From an optimization exercise on the open Yosys and OpenROAD flow, aimed at small area; shortcuts taken in it are not production practice. RTL that was checked went through simulation tests only; none was proved equivalent to the original.

P:
// pulse_arrays
module pulse_arrays #(
    parameter   WIDTH_left     =   8,
    parameter   WIDTH_up       =   8,
    parameter   WIDTH_out      =   16,
    parameter   Mritx_M   =   4,
    parameter   Mritx_N   =   4,
    parameter   Mritx_L   =   4,
    parameter   Mritx_LOG2_size  =   10
)(
    input   clk,
    input   rst,
    input   wire    valid_left,
    input   wire    valid_up,
    input   wire  [31:0]   left,
    input   wire  [31:0]   up,
    output  reg     ready,
    output  wire  [63:0]   product
);
Size in the first run: roughly 1500 cells after synthesis, ~520 flip-flops, about 130 I/O pins.
==> flow/config.mk <==
export PLATFORM = sky130hd
export DESIGN_NAME = pulse_arrays
export DESIGN_NICKNAME = pulse_arrays
export VERILOG_FILES = /design/flow/design.v
export SDC_FILE = /design/flow/constraint.sdc
export NUM_CORES = 4
export LEC_CHECK = 0
export CAP_MARGIN = 20
export CORE_MARGIN = 2
export CORE_UTILIZATION = 40
export CTS_BUF_LIST = sky130_fd_sc_hd__clkbuf_8
export CTS_CLUSTER_DIAMETER = 60
export CTS_CLUSTER_SIZE = 16
export PLACE_DENSITY = 0.6
export SLEW_MARGIN = 20
export SYNTH_HIERARCHICAL = 1
==> flow/constraint.sdc <==
create_clock -name core_clock -period 5.0 [get_ports {clk}]
set_input_delay 1.0000 -clock core_clock [delete_from_list [all_inputs] [get_ports {clk}]]
set_output_delay 1.0000 -clock core_clock [all_outputs]
set_load 0.01 [all_outputs]
standard.sh (not shown) runs the stock make flow with config.mk's settings and CLKGATE_MAP_FILE= SYNTH_SCRIPT=/design/flow/synth_recipe.tcl, a recipe that flattens the netlist after the stock synthesis.
==> flow/flow/run.sh <==
#!/bin/bash
# The standard layout flow, with one change: the buffers that
# buffer_ports puts on every input and output port are the smallest buffer
# cell (buf_1) instead of the cell buffer_ports picks by default.
set -euo pipefail
export BUFFER_PORTS_ARGS="-buffer_cell sky130_fd_sc_hd__buf_1"
bash standard.sh finish > standard.log 2>&1
What Q does differently from P at the input level:
--- a/flow/design.v
+++ b/flow/design.v
@@ -187,58 +187,96 @@
     wire s55, c55;
     pulse_arrays_fa u56 (.a(pp_7_5), .b(c50), .c(s54), .s(s55), .co(c55));
     wire s56, c56;
     pulse_arrays_fa u57 (.a(c51), .b(s55), .c(c52), .s(s56), .co(c56));
     wire s57, c57;
     pulse_arrays_fa u58 (.a(acc[13]), .b(pp_6_7), .c(pp_7_6), .s(s57), .co(c57));
     wire s58, c58;
     pulse_arrays_fa u59 (.a(c54), .b(s57), .c(c55), .s(s58), .co(c58));
     wire s59, c59;
     pulse_arrays_fa u60 (.a(acc[14]), .b(pp_7_7), .c(c57), .s(s59), .co(c59));
-    wire [11:0] hi0 = {acc[15], s59, s58, c53, s53, c44, c38, c31, s30, c18, s18, c9};
-    wire [11:0] hi1 = {c59, c58, c56, s56, c49, s49, s44, s38, s31, s24, c13, s13};
-    assign y = {hi0 + hi1, s9, s5, s2, s0};
+    wire s60, c60;
+    pulse_arrays_ha u61 (.a(c9), .b(s13), .s(s60), .co(c60));
+    wire s61, c61;
+    pulse_arrays_ha u62 (.a(s18), .b(c13), .s(s61), .co(c61));
+    wire s62, c62;
+    pulse_arrays_ha u63 (.a(c18), .b(s24), .s(s62), .co(c62));
+    wire s63, c63;
+    pulse_arrays_ha u64 (.a(s30), .b(s31), .s(s63), .co(c63));
+    wire s64, c64;
+    pulse_arrays_ha u65 (.a(c31), .b(s38), .s(s64), .co(c64));
+    wire s65, c65;
+    pulse_arrays_ha u66 (.a(c38), .b(s44), .s(s65), .co(c65));
+    wire s66, c66;
+    pulse_arrays_ha u67 (.a(c44), .b(s49), .s(s66), .co(c66));
+    wire s67, c67;
+    pulse_arrays_ha u68 (.a(s53), .b(c49), .s(s67), .co(c67));
+    wire s68, c68;
+    pulse_arrays_ha u69 (.a(c53), .b(s56), .s(s68), .co(c68));
+    wire s69, c69;
+    pulse_arrays_ha u70 (.a(s58), .b(c56), .s(s69), .co(c69));
+    wire s70, c70;
+    pulse_arrays_ha u71 (.a(s59), .b(c58), .s(s70), .co(c70));
+    wire p11 = acc[15] ^ c59;
+    wire gg71 = c61 | (s61 & c60);
+    wire gg72 = c62 | (s62 & gg71);
+    wire gg73 = c63 | (s63 & gg72);
+    wire gg74 = c64 | (s64 & gg73);
+    wire gg75 = c65 | (s65 & gg74);
+    wire gg76 = c66 | (s66 & gg75);
+    wire gg77 = c67 | (s67 & gg76);
+    wire gg78 = c68 | (s68 & gg77);
+    wire gg79 = c69 | (s69 & gg78);
+    wire gg80 = c70 | (s70 & gg79);
+    wire gg81 = 1'b0 | (p11 & gg80);
+    assign y = {(p11 ^ gg80), (s70 ^ gg79), (s69 ^ gg78), (s68 ^ gg77), (s67 ^ gg76), (s66 ^ gg75), (s65 ^ gg74), (s64 ^ gg73), (s63 ^ gg72), (s62 ^ gg71), (s61 ^ c60), s60, s9, s5, s2, s0};
 endmodule
 module pulse_arrays #(
     parameter   WIDTH_left     =   8,
     parameter   WIDTH_up       =   8,
     parameter   WIDTH_out      =   16,
     parameter   Mritx_M   =   4,
     parameter   Mritx_N   =   4,
     parameter   Mritx_L   =   4,
     parameter   Mritx_LOG2_size  =   10
 )(
     input   clk,
     input   rst,
     input   wire    valid_left,
     input   wire    valid_up,
     input   wire  [31:0]   left,
     input   wire  [31:0]   up,
     output  reg     ready,
     output  wire  [63:0]   product
 );
 reg  [4:0] cnt;      
+reg        first;    
+reg        last;     
 always @(posedge clk) begin
     if (!rst) begin
         cnt   <= 5'd0;
         ready <= 1'b0;
-    end else if (cnt == 5'd0) begin
-        ready <= 1'b1;
-        if (valid_left & valid_up)
-            cnt <= 5'd1;
+        first <= 1'b0;
+        last  <= 1'b0;
     end else begin
-        ready <= (cnt == 5'd24);
-        cnt   <= (cnt == 5'd24) ? 5'd0 : cnt + 5'd1;
+        first <= (cnt[1:0] == 2'd2);
+        last  <= (cnt[1:0] == 2'd1);
+        if (cnt == 5'd0) begin
+            ready <= 1'b1;
+            if (valid_left & valid_up)
+                cnt <= 5'd1;
+        end else begin
+            ready <= (cnt == 5'd24);
+            cnt   <= (cnt == 5'd24) ? 5'd0 : cnt + 5'd1;
+        end
     end
 end
-wire first = (cnt[1:0] == 2'd3);    
-wire last  = (cnt[1:0] == 2'd2);    
 reg  [7:0] b [0:15];
 integer n;
 always @(posedge clk) begin
     for (n = 1; n < 16; n = n + 1)
         if (n % 4 != 0) b[n] <= b[n-1];
     b[0]  <= valid_up ? up[7:0]   : b[15];
     b[4]  <= valid_up ? up[15:8]  : b[3];
     b[8]  <= valid_up ? up[23:16] : b[7];
     b[12] <= valid_up ? up[31:24] : b[11];
 end
==> run notes <==
STATUS run=Q STAGES=ALL_DONE FINAL_CHECKS=FAILED CAUSE=setup timing
Summary of Q over P: smallest setup slack after layout -2.01 ns, number of stages on the worst setup path +14, multi-input gate count -97.
Changes observed in Q relative to P: non-clock buffer count went up by 75, worst hold slack has remained practically unchanged, core utilization rose 3.0 points, total of clock buffers placed in the layout moved down, final count of negative-setup-slack endpoints now sits higher.
Run comparison: P end point of the critical path r0[1][15]; Q end point of the critical path r0[3][15]
For Q, only the layout was checked, not whether the RTL still works.

-- re-timing with driven ports --
In the flow no input, the clock included, has a driving cell. The finished layouts below were timed again as built, in two steps.
Step 1 (the two cells are an assumption about what drives the block):
set clk [get_ports {clk}]
set_driving_cell -lib_cell sky130_fd_sc_hd__clkbuf_16 $clk
set_driving_cell -lib_cell sky130_fd_sc_hd__buf_2 [delete_from_list [all_inputs] $clk]
Step 2, shift: input delay + t, output delay - t, t = (earliest + latest rising clock arrival at the registers) / 2. This alone moves slack from input paths to output paths.
a / b / c = no drivers / after step 1 / after step 2; a / b = the first two.
| run | shift t [ns] | setup slack, ns | worst setup path after step 2 | clock arrival spread, ns | worst slew at a driven data input, ns |
|---|---|---|---|---|---|
| P | 0.678 | 0.230 / 0.230 / 0.230 | register to register | 0.025 / 0.025 | 0.07 |
| Q | 0.682 | -1.778 / -1.778 / -1.778 | register to register | 0.042 / 0.042 | 0.07 |
